Context: an optimization exercise on an open-source flow, tuned for a short achievable clock period and few clock cycles. The choices shown serve that exercise and are no tape-out recipe.
At most, simulation tests tie the RTL to the original design; equivalence was not proved.

==> trial 94 <==
==> flow/design.v <==
module cpu(clk,reset,o_mem_addr,o_mem_rd,i_mem_rddata,
		   o_mem_wr,o_mem_wrdata, i_mem_wait,i_mem_rddatavalid);
	input clk;
	input reset;
	input [15:0] i_mem_rddata;
	input i_mem_wait, i_mem_rddatavalid;
	output logic [15:0] o_mem_addr;
	output logic [15:0] o_mem_wrdata;
	output logic o_mem_wr;
	output logic o_mem_rd;
	integer k;
	logic [7:0][15:0] rf;
	logic [15:0] areg;      
	logic mq_v, mq_ld;
	logic [2:0] mq_dst;
	logic [15:0] mq_addr, mq_data;
	logic [1:0] qn;
	logic [2:0] q_ld, q_kill, q_pt;
	logic [2:0][2:0] q_dst;
	logic [2:0][15:0] q_pc, q_pr;
	logic [1:0] ibn;
	logic [2:0] ib_pt, ib_w7, ib_fs;
	logic [2:0][15:0] ib_ins, ib_pc, ib_pcn, ib_tgt, ib_pr;
	logic [7:0] btb_v;
	logic [7:0][15:0] btb_tag;
	logic [7:0][15:0] btb_tgt;
	logic [2:0] btb_ptr;
	logic pv;
	logic [2:0] pd;
	logic [15:0] pa, pb;
	logic pci;
	wire [15:0] psum = pa + pb + {15'd0, pci};
	logic [15:0] fa, fb;
	logic fci;
	wire [15:0] fsum = fa + fb + {15'd0, fci};
	wire fz = &((fa ^ fb) ~^ {fa[14:0] | fb[14:0], fci});
	wire fn = fsum[15];
	logic fok;    
	logic mok;    
	logic [1:0] nfr;  
	logic [7:0] bm;
	logic [15:0] btgt;
	always_comb begin
		btgt = 16'd0;
		for (k = 0; k < 8; k++) begin
			bm[k] = btb_v[k] & (btb_tag[k] == areg);
			btgt = btgt | ({16{bm[k]}} & btb_tgt[k]);
		end
	end
	wire bhit = |bm;
	wire [15:0] aseq = areg + 16'd2;
	wire [15:0] npred = bhit ? btgt : aseq;
	logic [7:0] xm;
	logic [2:0] xi;
	always_comb begin
		xi = btb_ptr;
		for (k = 0; k < 8; k++) begin
			xm[k] = btb_v[k] & (btb_tag[k] == ib_pc[0]);
			if (xm[k]) xi = k[2:0];
		end
	end
	wire xhit = |xm;
	always_comb begin
		o_mem_addr = mq_v ? mq_addr : areg;
		o_mem_wrdata = mq_data;
		o_mem_rd = ~reset & (mq_v ? mq_ld & mok : fok);
		o_mem_wr = ~reset & mq_v & ~mq_ld;
	end
	wire acc = ~i_mem_wait;
	wire issue_m = mq_v & acc & (~mq_ld | mok);
	wire issue_f = ~mq_v & fok & acc;
	wire [15:0] ins = ib_ins[0];
	wire [15:0] pcn = ib_pcn[0];
	wire [4:0] op = ins[4:0];
	wire [2:0] rx = ins[7:5];
	wire [2:0] ry = ins[10:8];
	wire [15:0] ra = (pv && pd == rx) ? psum : rf[rx];
	wire [15:0] rb = (pv && pd == ry) ? psum : rf[ry];
	wire [15:0] imm8s = {{8{ins[15]}}, ins[15:8]};
	wire is_br = op[3];
	wire is_ldst = ~op[3] & ~op[4] & op[2];
	wire is_mvhi = ~op[3] & op[4] & op[2];
	wire is_arith = ~op[3] & ~op[2] & (op[1:0] != 2'b00);
	wire taken = is_br & (op[2] | (op[1:0] == 2'b00) | (op[0] & fz) | (op[1] & fn));
	wire use_rx = ~(op[4] & op[3]);
	wire use_ry = ~op[4] & ~op[3];
	wire use_r7 = op[3] & op[2];
	logic hazard;
	always_comb begin
		hazard = mq_v & (is_ldst | (mq_ld & ((use_rx & mq_dst == rx) | (use_ry & mq_dst == ry) | (use_r7 & mq_dst == 3'd7))));
		for (k = 0; k < 3; k++)
			if (k < qn && q_ld[k] &&
			    ((use_rx && q_dst[k] == rx) || (use_ry && q_dst[k] == ry) || (use_r7 && q_dst[k] == 3'd7)))
				hazard = 1'b1;
	end
	wire go = (ibn != 2'd0) & ~hazard;
	wire [15:0] ex_nk = ~ib_pr[0];
	wire [15:0] ex_s = pa ^ pb ^ ex_nk;
	wire [15:0] ex_t = {((pa & pb) | (pa & ex_nk) | (pb & ex_nk)), pci};
	wire ex_eq = &((ex_s ^ ex_t) ~^ {ex_s[14:0] | ex_t[14:0], 1'b1});
	logic [7:0] eqr;
	always_comb
		for (k = 0; k < 8; k++) eqr[k] = (rf[k] == ib_pr[0]);
	wire eq_ra = (pv && pd == rx) ? ex_eq : eqr[rx];
	wire pt = ib_pt[0];
	wire [15:0] pr = ib_pr[0];
	wire [15:0] tgt = ib_tgt[0];
	wire [15:0] bt = op[4] ? tgt : ra;            
	wire pred_ok = taken ? (pt & (op[4] ? (pr == tgt) : eq_ra)) : ~pt;
	wire redirect = go & ~pred_ok;
	wire [15:0] actual = taken ? bt : pcn;
	wire [15:0] opb = op[4] ? imm8s : rb;
	wire [15:0] opb_x = op[1] ? ~opb : opb;
	wire rv = i_mem_rddatavalid & (qn != 2'd0);
	wire r_raw = rv & ~q_ld[0];
	wire r_ins = r_raw & ~q_kill[0] & ~redirect;
	wire [4:0] r_op = i_mem_rddata[4:0];
	wire [2:0] r_rx = i_mem_rddata[7:5];
	wire r_jdir = r_op[4] & r_op[3] & (r_op[2] | (r_op[1:0] == 2'b00));
	wire r_jr7 = ~r_op[4] & r_op[3] & (r_op[2] | (r_op[1:0] == 2'b00)) & (r_rx == 3'd7);
	wire [15:0] r7v = (pv && pd == 3'd7) ? psum : rf[7];
	logic r7_busy;
	always_comb begin
		r7_busy = mq_v & mq_ld & (mq_dst == 3'd7);
		for (k = 0; k < 3; k++) begin
			if (k < ibn && ib_w7[k]) r7_busy = 1'b1;
			if (k < qn && q_ld[k] && q_dst[k] == 3'd7) r7_busy = 1'b1;
		end
	end
	wire [15:0] d_nk = ~q_pr[0];
	wire [15:0] d_s = pa ^ pb ^ d_nk;
	wire [15:0] d_t = {((pa & pb) | (pa & d_nk) | (pb & d_nk)), pci};
	wire d_eq = &((d_s ^ d_t) ~^ {d_s[14:0] | d_t[14:0], 1'b1});
	wire r7_pred_ok = q_pt[0] & ((pv && pd == 3'd7) ? d_eq : (rf[7] == q_pr[0]));
	logic fl_busy;
	always_comb begin
		fl_busy = 1'b0;
		for (k = 0; k < 3; k++)
			if (k < ibn && ib_fs[k]) fl_busy = 1'b1;
	end
	wire r_cond = r_op[4] & r_op[3] & ~r_op[2] & (r_op[1] ^ r_op[0]);
	wire r_taken = (r_op[0] & fz) | (r_op[1] & fn);
	wire dd_cond = r_cond & ~fl_busy & (r_taken ^ q_pt[0]);
	wire r_fs = ~r_op[3] & ~(~r_op[4] & r_op[2]) & ~(r_op[4] & r_op[2]) & (r_op[1:0] != 2'b00);
	wire dd_dir = r_jdir & ~q_pt[0];
	wire dd_r7 = r_jr7 & ~r7_busy & ~r7_pred_ok;
	wire d_dir = r_ins & dd_dir;
	wire d_r7 = r_ins & dd_r7;
	wire d_cond = r_ins & dd_cond;
	wire d_redirect = d_dir | d_r7 | d_cond;
	wire [15:0] d_tgt = dd_r7 ? r7v : (dd_dir | r_taken) ? r_tgt : r_pcn;
	wire r_w7 = (r_op[3] & r_op[2]) |
	            (~r_op[3] & (r_rx == 3'd7) & (r_op[1:0] != 2'b11 | r_op[2]) & ~(~r_op[4] & r_op[2] & r_op[0]));
	wire [15:0] r_boff = {{4{i_mem_rddata[15]}}, i_mem_rddata[15:5], 1'b0};
	wire [15:0] r_pcn = q_pc[0] + 16'd2;
	wire [15:0] r_tgt = r_pcn + r_boff;
	logic [1:0] qn_t, ibn_t, nfr_t;
	logic mq_v_t, le2;
	always_ff @(posedge clk or posedge reset) begin
		if (reset) begin
			rf <= '0;
			areg <= 16'd0;
			mq_v <= 1'b0;
			fok <= 1'b1;
			mok <= 1'b1;
			nfr <= 2'd0;
			mq_ld <= 1'b0;
			mq_dst <= 3'd0;
			mq_addr <= 16'd0;
			mq_data <= 16'd0;
			qn <= 2'd0;
			q_ld <= '0;
			q_kill <= '0;
			q_pt <= '0;
			q_dst <= '0;
			q_pc <= '0;
			q_pr <= '0;
			ibn <= 2'd0;
			ib_pt <= '0;
			ib_w7 <= '0;
			ib_fs <= '0;
			ib_ins <= '0;
			ib_pc <= '0;
			ib_pcn <= '0;
			ib_tgt <= '0;
			ib_pr <= '0;
			btb_v <= '0;
			btb_ptr <= 3'd0;
			pv <= 1'b0;
			pd <= 3'd0;
			pa <= 16'd0;
			pb <= 16'd0;
			pci <= 1'b0;
			fa <= 16'd1;  
			fb <= 16'd0;
			fci <= 1'b0;
		end else begin
			if (pv) rf[pd] <= psum;
			if (rv & q_ld[0]) rf[q_dst[0]] <= i_mem_rddata;
			pv <= 1'b0;
			qn_t = qn;
			if (rv) begin
				for (k = 0; k < 2; k++) begin
					q_ld[k] <= q_ld[k+1];
					q_kill[k] <= q_kill[k+1];
					q_pt[k] <= q_pt[k+1];
					q_dst[k] <= q_dst[k+1];
					q_pc[k] <= q_pc[k+1];
					q_pr[k] <= q_pr[k+1];
				end
				qn_t = qn - 2'd1;
			end
			if (issue_m & mq_ld) begin
				q_ld[qn_t] <= 1'b1;
				q_dst[qn_t] <= mq_dst;
				qn_t = qn_t + 2'd1;
			end else if (issue_f) begin
				q_ld[qn_t] <= 1'b0;
				q_kill[qn_t] <= 1'b0;
				q_pc[qn_t] <= areg;
				q_pr[qn_t] <= npred;
				q_pt[qn_t] <= bhit;
				qn_t = qn_t + 2'd1;
			end
			qn <= qn_t;
			if (redirect | d_redirect) q_kill <= '1;
			if (issue_m) mq_v <= 1'b0;
			if (issue_f) areg <= npred;
			ibn_t = ibn;
			if (go) begin
				for (k = 0; k < 2; k++) begin
					ib_ins[k] <= ib_ins[k+1];
					ib_pt[k] <= ib_pt[k+1];
					ib_w7[k] <= ib_w7[k+1];
					ib_fs[k] <= ib_fs[k+1];
					ib_pc[k] <= ib_pc[k+1];
					ib_pcn[k] <= ib_pcn[k+1];
					ib_tgt[k] <= ib_tgt[k+1];
					ib_pr[k] <= ib_pr[k+1];
				end
				ibn_t = ibn - 2'd1;
			end
			if (r_raw) begin
				ib_ins[ibn_t] <= i_mem_rddata;
				ib_pc[ibn_t] <= q_pc[0];
				ib_pcn[ibn_t] <= r_pcn;
				ib_tgt[ibn_t] <= r_tgt;
				ib_pr[ibn_t] <= (dd_dir | dd_r7 | dd_cond) ? d_tgt : q_pr[0];
				ib_pt[ibn_t] <= dd_cond ? r_taken : (q_pt[0] | dd_dir | dd_r7);
				ib_fs[ibn_t] <= r_fs;
				ib_w7[ibn_t] <= r_w7;
			end
			if (r_raw & ~q_kill[0]) ibn_t = ibn_t + 2'd1;
			ibn <= redirect ? 2'd0 : ibn_t;
			nfr_t = nfr + {1'b0, issue_f} - {1'b0, r_raw};
			nfr <= nfr_t;
			mq_v_t = (mq_v & ~issue_m) | (go & is_ldst);
			case ({nfr_t, ibn_t})
				4'b00_00, 4'b00_01, 4'b00_10, 4'b01_00, 4'b01_01, 4'b10_00: le2 = 1'b1;
				default: le2 = 1'b0;
			endcase
			fok <= ~mq_v_t & (qn_t != 2'd3) & (redirect ? (nfr_t != 2'd3) : le2);
			mok <= (qn_t != 2'd3);
			if (d_redirect) areg <= d_tgt;
			if (go) begin
				if (redirect) begin
					areg <= actual;
				end
				if (is_br) begin
					if (taken | xhit) begin
						btb_v[xi] <= taken;
						btb_tag[xi] <= ib_pc[0];
						btb_tgt[xi] <= bt;
					end
					if (taken & ~xhit) btb_ptr <= btb_ptr + 3'd1;
				end
				if (is_ldst) begin
					mq_v <= 1'b1;
					mq_ld <= ~op[0];
					mq_dst <= rx;
					mq_addr <= rb;
					mq_data <= ra;
				end
				pd <= rx;
				pb <= 16'd0;
				pci <= 1'b0;
				if (is_br) begin
					pa <= pcn;                      
					pd <= 3'd7;
					pv <= op[2];
				end else if (is_ldst) begin
					pa <= pcn;
				end else if (is_mvhi) begin
					pa <= {ins[15:8], ra[7:0]};
					pv <= 1'b1;
				end else if (!is_arith) begin
					pa <= op[4] ? imm8s : rb;       
					pv <= 1'b1;
				end else begin
					pa <= ra;                       
					pb <= opb_x;
					pci <= op[1];
					pv <= (op[1:0] != 2'b11);
					fa <= ra;
					fb <= opb_x;
					fci <= op[1];
				end
			end
		end
	end
endmodule
==> flow/flow/run.sh <==
#!/bin/bash
set -euo pipefail
bash standard.sh MATCH_CELL_FOOTPRINT=0 finish > flow_make.log 2>&1
==> flow/standard.sh <==
#!/bin/bash
# synth_recipe.tcl (not shown) runs the flow's synth.tcl, then flattens the netlist and writes it again
# the make line also repeats each setting of config.mk as NAME=value (left out here)
make -C /OpenROAD-flow-scripts/flow DESIGN_CONFIG=/design/flow/config.mk WORK_HOME=/design/flow/orfs CLKGATE_MAP_FILE= SYNTH_SCRIPT=/design/flow/synth_recipe.tcl "${@:-finish}"
==> flow/config.mk <==
export PLATFORM = sky130hd
export DESIGN_NAME = cpu
export DESIGN_NICKNAME = cpu
export VERILOG_FILES = /design/flow/design.v
export SDC_FILE = /design/flow/constraint.sdc
export NUM_CORES = 4
export LEC_CHECK = 0
export ABC_CLOCK_PERIOD_IN_PS = 3000
export CAP_MARGIN = 20
export CORE_MARGIN = 2
export CORE_UTILIZATION = 40
export PLACE_DENSITY = 0.6
export SETUP_SLACK_MARGIN = 2.4
export SLEW_MARGIN = 20
export TNS_END_PERCENT = 10
==> flow/constraint.sdc <==
create_clock -name core_clock -period 6.0 [get_ports {clk}]
set_input_delay 1.2000 -clock core_clock [delete_from_list [all_inputs] [get_ports {clk}]]
set_output_delay 1.2000 -clock core_clock [all_outputs]
set_load 0.01 [all_outputs]
==> trial 65: changes against trial 94 <==
--- a/flow/design.v
+++ b/flow/design.v
@@ -17,10 +17,18 @@
 	logic [1:0] qn;
 	logic [2:0] q_ld, q_kill, q_pt;
 	logic [2:0][2:0] q_dst;
-	logic [2:0][15:0] q_pc, q_pr;
-	logic [1:0] ibn;
-	logic [2:0] ib_pt, ib_w7, ib_fs;
-	logic [2:0][15:0] ib_ins, ib_pc, ib_pcn, ib_tgt, ib_pr;
+	logic [2:0][15:0] q_pc, q_pcn, q_pr;
+	wire [2:0] q_val = {qn == 2'd3, qn >= 2'd2, qn != 2'd0};
+	wire h_ld = q_ld[0];
+	wire h_kill = q_kill[0];
+	wire h_pt = q_pt[0];
+	wire [2:0] h_dst = q_dst[0];
+	wire [15:0] h_pc = q_pc[0];
+	wire [15:0] h_pcn = q_pcn[0];
+	wire [15:0] h_pr = q_pr[0];
+	logic [2:0] ibn;
+	logic [3:0] ib_pt, ib_w7, ib_fs;
+	logic [3:0][15:0] ib_ins, ib_pc, ib_pcn, ib_tgt, ib_pr;
 	logic [7:0] btb_v;
 	logic [7:0][15:0] btb_tag;
 	logic [7:0][15:0] btb_tgt;
@@ -50,16 +58,14 @@
 	wire bhit = |bm;
 	wire [15:0] aseq = areg + 16'd2;
 	wire [15:0] npred = bhit ? btgt : aseq;
-	logic [7:0] xm;
-	logic [2:0] xi;
-	always_comb begin
-		xi = btb_ptr;
-		for (k = 0; k < 8; k++) begin
+	logic [7:0] xm, xw;
+	always_comb
+		for (k = 0; k < 8; k++)
 			xm[k] = btb_v[k] & (btb_tag[k] == ib_pc[0]);
-			if (xm[k]) xi = k[2:0];
-		end
-	end
 	wire xhit = |xm;
+	always_comb
+		for (k = 0; k < 8; k++)
+			xw[k] = xhit ? xm[k] : (btb_ptr == k[2:0]);
 	always_comb begin
 		o_mem_addr = mq_v ? mq_addr : areg;
 		o_mem_wrdata = mq_data;
@@ -74,8 +80,9 @@
 	wire [4:0] op = ins[4:0];
 	wire [2:0] rx = ins[7:5];
 	wire [2:0] ry = ins[10:8];
-	wire [15:0] ra = (pv && pd == rx) ? psum : rf[rx];
-	wire [15:0] rb = (pv && pd == ry) ? psum : rf[ry];
+	logic fw_rx, fw_ry;   
+	wire [15:0] ra = fw_rx ? psum : rf[rx];
+	wire [15:0] rb = fw_ry ? psum : rf[ry];
 	wire [15:0] imm8s = {{8{ins[15]}}, ins[15:8]};
 	wire is_br = op[3];
 	wire is_ldst = ~op[3] & ~op[4] & op[2];
@@ -89,11 +96,11 @@
 	always_comb begin
 		hazard = mq_v & (is_ldst | (mq_ld & ((use_rx & mq_dst == rx) | (use_ry & mq_dst == ry) | (use_r7 & mq_dst == 3'd7))));
 		for (k = 0; k < 3; k++)
-			if (k < qn && q_ld[k] &&
+			if (q_val[k] && q_ld[k] &&
 			    ((use_rx && q_dst[k] == rx) || (use_ry && q_dst[k] == ry) || (use_r7 && q_dst[k] == 3'd7)))
 				hazard = 1'b1;
 	end
-	wire go = (ibn != 2'd0) & ~hazard;
+	wire go = (ibn != 3'd0) & ~hazard;
 	wire [15:0] ex_nk = ~ib_pr[0];
 	wire [15:0] ex_s = pa ^ pb ^ ex_nk;
 	wire [15:0] ex_t = {((pa & pb) | (pa & ex_nk) | (pb & ex_nk)), pci};
@@ -101,7 +108,7 @@
 	logic [7:0] eqr;
 	always_comb
 		for (k = 0; k < 8; k++) eqr[k] = (rf[k] == ib_pr[0]);
-	wire eq_ra = (pv && pd == rx) ? ex_eq : eqr[rx];
+	wire eq_ra = fw_rx ? ex_eq : eqr[rx];
 	wire pt = ib_pt[0];
 	wire [15:0] pr = ib_pr[0];
 	wire [15:0] tgt = ib_tgt[0];
@@ -112,8 +119,8 @@
 	wire [15:0] opb = op[4] ? imm8s : rb;
 	wire [15:0] opb_x = op[1] ? ~opb : opb;
 	wire rv = i_mem_rddatavalid & (qn != 2'd0);
-	wire r_raw = rv & ~q_ld[0];
-	wire r_ins = r_raw & ~q_kill[0] & ~redirect;
+	wire r_raw = rv & ~h_ld;
+	wire r_ins = r_raw & ~h_kill & ~redirect;
 	wire [4:0] r_op = i_mem_rddata[4:0];
 	wire [2:0] r_rx = i_mem_rddata[7:5];
 	wire r_jdir = r_op[4] & r_op[3] & (r_op[2] | (r_op[1:0] == 2'b00));
@@ -122,27 +129,27 @@
 	logic r7_busy;
 	always_comb begin
 		r7_busy = mq_v & mq_ld & (mq_dst == 3'd7);
-		for (k = 0; k < 3; k++) begin
+		for (k = 0; k < 4; k++)
 			if (k < ibn && ib_w7[k]) r7_busy = 1'b1;
-			if (k < qn && q_ld[k] && q_dst[k] == 3'd7) r7_busy = 1'b1;
-		end
+		for (k = 0; k < 3; k++)
+			if (q_val[k] && q_ld[k] && q_dst[k] == 3'd7) r7_busy = 1'b1;
 	end
-	wire [15:0] d_nk = ~q_pr[0];
+	wire [15:0] d_nk = ~h_pr;
 	wire [15:0] d_s = pa ^ pb ^ d_nk;
 	wire [15:0] d_t = {((pa & pb) | (pa & d_nk) | (pb & d_nk)), pci};
 	wire d_eq = &((d_s ^ d_t) ~^ {d_s[14:0] | d_t[14:0], 1'b1});
-	wire r7_pred_ok = q_pt[0] & ((pv && pd == 3'd7) ? d_eq : (rf[7] == q_pr[0]));
+	wire r7_pred_ok = h_pt & ((pv && pd == 3'd7) ? d_eq : (rf[7] == h_pr));
 	logic fl_busy;
 	always_comb begin
 		fl_busy = 1'b0;
-		for (k = 0; k < 3; k++)
+		for (k = 0; k < 4; k++)
 			if (k < ibn && ib_fs[k]) fl_busy = 1'b1;
 	end
 	wire r_cond = r_op[4] & r_op[3] & ~r_op[2] & (r_op[1] ^ r_op[0]);
 	wire r_taken = (r_op[0] & fz) | (r_op[1] & fn);
-	wire dd_cond = r_cond & ~fl_busy & (r_taken ^ q_pt[0]);
+	wire dd_cond = r_cond & ~fl_busy & (r_taken ^ h_pt);
 	wire r_fs = ~r_op[3] & ~(~r_op[4] & r_op[2]) & ~(r_op[4] & r_op[2]) & (r_op[1:0] != 2'b00);
-	wire dd_dir = r_jdir & ~q_pt[0];
+	wire dd_dir = r_jdir & ~h_pt;
 	wire dd_r7 = r_jr7 & ~r7_busy & ~r7_pred_ok;
 	wire d_dir = r_ins & dd_dir;
 	wire d_r7 = r_ins & dd_r7;
@@ -152,10 +159,19 @@
 	wire r_w7 = (r_op[3] & r_op[2]) |
 	            (~r_op[3] & (r_rx == 3'd7) & (r_op[1:0] != 2'b11 | r_op[2]) & ~(~r_op[4] & r_op[2] & r_op[0]));
 	wire [15:0] r_boff = {{4{i_mem_rddata[15]}}, i_mem_rddata[15:5], 1'b0};
-	wire [15:0] r_pcn = q_pc[0] + 16'd2;
+	wire [15:0] r_pcn = h_pcn;
 	wire [15:0] r_tgt = r_pcn + r_boff;
-	logic [1:0] qn_t, ibn_t, nfr_t;
-	logic mq_v_t, le2;
+	logic [2:0] ibn_t;
+	wire x_pw = is_br ? op[2] : (is_mvhi | (~is_ldst & (op[1:0] != 2'b11)));
+	wire [2:0] x_pd = is_br ? 3'd7 : rx;
+	wire [15:0] nx_ins = (ibn >= 3'd2) ? ib_ins[1] : i_mem_rddata;
+	logic mq_v_t;
+	wire push = issue_f | (issue_m & mq_ld);
+	wire [2:0] s0 = {1'b0, nfr} + ibn - {2'b0, go};
+	wire r_kill = r_raw & h_kill;
+	wire le_ok = issue_f ? (r_kill ? (s0 <= 3'd3) : (s0 <= 3'd2)) : (r_kill ? (s0 <= 3'd4) : (s0 <= 3'd3));
+	wire nf_ok = issue_f ? (r_raw ? (nfr <= 2'd2) : (nfr <= 2'd1)) : (r_raw | (nfr <= 2'd2));
+	wire q_ok = push ? (rv ? (qn <= 2'd2) : (qn <= 2'd1)) : (rv | (qn <= 2'd2));
 	always_ff @(posedge clk or posedge reset) begin
 		if (reset) begin
 			rf <= '0;
@@ -174,8 +190,9 @@
 			q_pt <= '0;
 			q_dst <= '0;
 			q_pc <= '0;
+			q_pcn <= '0;
 			q_pr <= '0;
-			ibn <= 2'd0;
+			ibn <= 3'd0;
 			ib_pt <= '0;
 			ib_w7 <= '0;
 			ib_fs <= '0;
@@ -187,6 +204,8 @@
 			btb_v <= '0;
 			btb_ptr <= 3'd0;
 			pv <= 1'b0;
+			fw_rx <= 1'b0;
+			fw_ry <= 1'b0;
 			pd <= 3'd0;
 			pa <= 16'd0;
 			pb <= 16'd0;
@@ -196,39 +215,36 @@
 			fci <= 1'b0;
 		end else begin
 			if (pv) rf[pd] <= psum;
-			if (rv & q_ld[0]) rf[q_dst[0]] <= i_mem_rddata;
+			if (rv & h_ld) rf[h_dst] <= i_mem_rddata;
 			pv <= 1'b0;
-			qn_t = qn;
-			if (rv) begin
-				for (k = 0; k < 2; k++) begin
+			fw_rx <= go & x_pw & (x_pd == nx_ins[7:5]);
+			fw_ry <= go & x_pw & (x_pd == nx_ins[10:8]);
+			for (k = 0; k < 3; k++) begin
+				if (push & (rv ? (qn == k[1:0] + 2'd1) : (qn == k[1:0]))) begin
+					q_ld[k] <= ~issue_f;
+					q_kill[k] <= 1'b0;
+					q_dst[k] <= mq_dst;
+					q_pc[k] <= areg;
+					q_pcn[k] <= aseq;
+					q_pr[k] <= npred;
+					q_pt[k] <= bhit;
+				end else if (rv && k < 2) begin
 					q_ld[k] <= q_ld[k+1];
 					q_kill[k] <= q_kill[k+1];
-					q_pt[k] <= q_pt[k+1];
 					q_dst[k] <= q_dst[k+1];
 					q_pc[k] <= q_pc[k+1];
+					q_pcn[k] <= q_pcn[k+1];
 					q_pr[k] <= q_pr[k+1];
+					q_pt[k] <= q_pt[k+1];
 				end
-				qn_t = qn - 2'd1;
-			end
-			if (issue_m & mq_ld) begin
-				q_ld[qn_t] <= 1'b1;
-				q_dst[qn_t] <= mq_dst;
-				qn_t = qn_t + 2'd1;
-			end else if (issue_f) begin
-				q_ld[qn_t] <= 1'b0;
-				q_kill[qn_t] <= 1'b0;
-				q_pc[qn_t] <= areg;
-				q_pr[qn_t] <= npred;
-				q_pt[qn_t] <= bhit;
-				qn_t = qn_t + 2'd1;
 			end
-			qn <= qn_t;
+			qn <= qn + {1'b0, push} - {1'b0, rv};
 			if (redirect | d_redirect) q_kill <= '1;
 			if (issue_m) mq_v <= 1'b0;
 			if (issue_f) areg <= npred;
 			ibn_t = ibn;
 			if (go) begin
-				for (k = 0; k < 2; k++) begin
+				for (k = 0; k < 3; k++) begin
 					ib_ins[k] <= ib_ins[k+1];
 					ib_pt[k] <= ib_pt[k+1];
 					ib_w7[k] <= ib_w7[k+1];
@@ -238,40 +254,36 @@
 					ib_tgt[k] <= ib_tgt[k+1];
 					ib_pr[k] <= ib_pr[k+1];
 				end
-				ibn_t = ibn - 2'd1;
+				ibn_t = ibn - 3'd1;
 			end
 			if (r_raw) begin
 				ib_ins[ibn_t] <= i_mem_rddata;
-				ib_pc[ibn_t] <= q_pc[0];
+				ib_pc[ibn_t] <= h_pc;
 				ib_pcn[ibn_t] <= r_pcn;
 				ib_tgt[ibn_t] <= r_tgt;
-				ib_pr[ibn_t] <= (dd_dir | dd_r7 | dd_cond) ? d_tgt : q_pr[0];
-				ib_pt[ibn_t] <= dd_cond ? r_taken : (q_pt[0] | dd_dir | dd_r7);
+				ib_pr[ibn_t] <= (dd_dir | dd_r7 | dd_cond) ? d_tgt : h_pr;
+				ib_pt[ibn_t] <= dd_cond ? r_taken : (h_pt | dd_dir | dd_r7);
 				ib_fs[ibn_t] <= r_fs;
 				ib_w7[ibn_t] <= r_w7;
 			end
-			if (r_raw & ~q_kill[0]) ibn_t = ibn_t + 2'd1;
-			ibn <= redirect ? 2'd0 : ibn_t;
-			nfr_t = nfr + {1'b0, issue_f} - {1'b0, r_raw};
-			nfr <= nfr_t;
+			if (r_raw & ~h_kill) ibn_t = ibn_t + 3'd1;
+			ibn <= redirect ? 3'd0 : ibn_t;
+			nfr <= nfr + {1'b0, issue_f} - {1'b0, r_raw};
 			mq_v_t = (mq_v & ~issue_m) | (go & is_ldst);
-			case ({nfr_t, ibn_t})
-				4'b00_00, 4'b00_01, 4'b00_10, 4'b01_00, 4'b01_01, 4'b10_00: le2 = 1'b1;
-				default: le2 = 1'b0;
-			endcase
-			fok <= ~mq_v_t & (qn_t != 2'd3) & (redirect ? (nfr_t != 2'd3) : le2);
-			mok <= (qn_t != 2'd3);
+			fok <= ~mq_v_t & q_ok & (redirect ? nf_ok : le_ok);
+			mok <= q_ok;
 			if (d_redirect) areg <= d_tgt;
 			if (go) begin
 				if (redirect) begin
 					areg <= actual;
 				end
 				if (is_br) begin
-					if (taken | xhit) begin
-						btb_v[xi] <= taken;
-						btb_tag[xi] <= ib_pc[0];
-						btb_tgt[xi] <= bt;
-					end
+					for (k = 0; k < 8; k++)
+						if (xw[k] & (taken | xhit)) begin
+							btb_v[k] <= taken;
+							btb_tag[k] <= ib_pc[0];
+							btb_tgt[k] <= bt;
+						end
 					if (taken & ~xhit) btb_ptr <= btb_ptr + 3'd1;
 				end
 				if (is_ldst) begin
==> flow/flow/run.sh (replaced) <==
#!/bin/bash
set -euo pipefail
bash standard.sh MATCH_CELL_FOOTPRINT=0 "BUFFER_PORTS_ARGS=-buffer_cell sky130_fd_sc_hd__buf_4" finish > flow_make.log 2>&1
--- a/flow/config.mk
+++ b/flow/config.mk
@@ -10,6 +10,6 @@
 export CORE_MARGIN = 2
 export CORE_UTILIZATION = 40
 export PLACE_DENSITY = 0.6
-export SETUP_SLACK_MARGIN = 2.4
+export SETUP_SLACK_MARGIN = 3.0
 export SLEW_MARGIN = 20
-export TNS_END_PERCENT = 10
+export TNS_END_PERCENT = 30
==> results by group <==
Status
  • Run status: timing/DRC/antenna clean

Clock network
  • Clock input transition at the sequential cells of the worst setup and hold paths: roughly 0.070 ns

Cells and area
  • Multi-Input Combinational: 3,854

Floorplanning
  • Die extent in y: roughly 380 um

Route
  • Met2 layer wire length in the routed design: roughly 110,000 um

Yosys
  • Sequential element share of the synthesized area: 47.0%
That was trial 65.
==> results by group <==
Status
  • Run status: timing/DRC/antenna clean

Cells and area
  • Sequential cell area: approximately 24,000 um^2
  • Leading registers by flop count: btb_tag: 128 flops, btb_tgt: 128 flops, rf: 128 flops
  • Count of clock buffers in the final design: 142

Yosys
  • Sequential element share of the synthesized area: a little over two fifths

Route
  • Met2 layer wire length in the routed design: a little over 100,000 um
  • Final Routed Wirelength: about 260,000 um

Placement
  • GPL Wtd Cong: 1.07

Clock network
  • Clock input transition at the sequential cells of the worst setup and hold paths: around 0.060 ns
That was trial 94.
Testbench counts of trial 94, summed over its fixed seeds: cycles 32,975.
Function not checked in trial 65: the RTL went through the layout flow alone.

[static timing again, ports no longer ideal]
How much do the figures lean on ideal ports? The routed layouts below were timed once more, with nothing changed but the port constraints. Step 1 (the two cells are an assumption about what drives the block):
set clk [get_ports {clk}]
set_driving_cell -lib_cell sky130_fd_sc_hd__clkbuf_16 $clk
set_driving_cell -lib_cell sky130_fd_sc_hd__buf_2 [delete_from_list [all_inputs] $clk]
Step 2 also shifts input and output timing later by t, the mid clock arrival at the registers, as if the neighbouring blocks saw the same clock. Slacks: ideal / step 1 / step 2; pairs: ideal / step 1.
run | t (ns) | setup WS [ns] | worst setup path after step 2 | cell pins on the clock port's net
trial 94 | 0.825 | 1.950 / 1.950 / 1.237 | input to register | 1
trial 65 | 0.845 | 1.964 / 1.964 / 1.332 | input to register | 1
After both steps every run listed still meets setup and hold. For trial 94, which loses most, drivers alone change the setup slack by 0.000 ns; drivers and shift together by -0.713 ns.
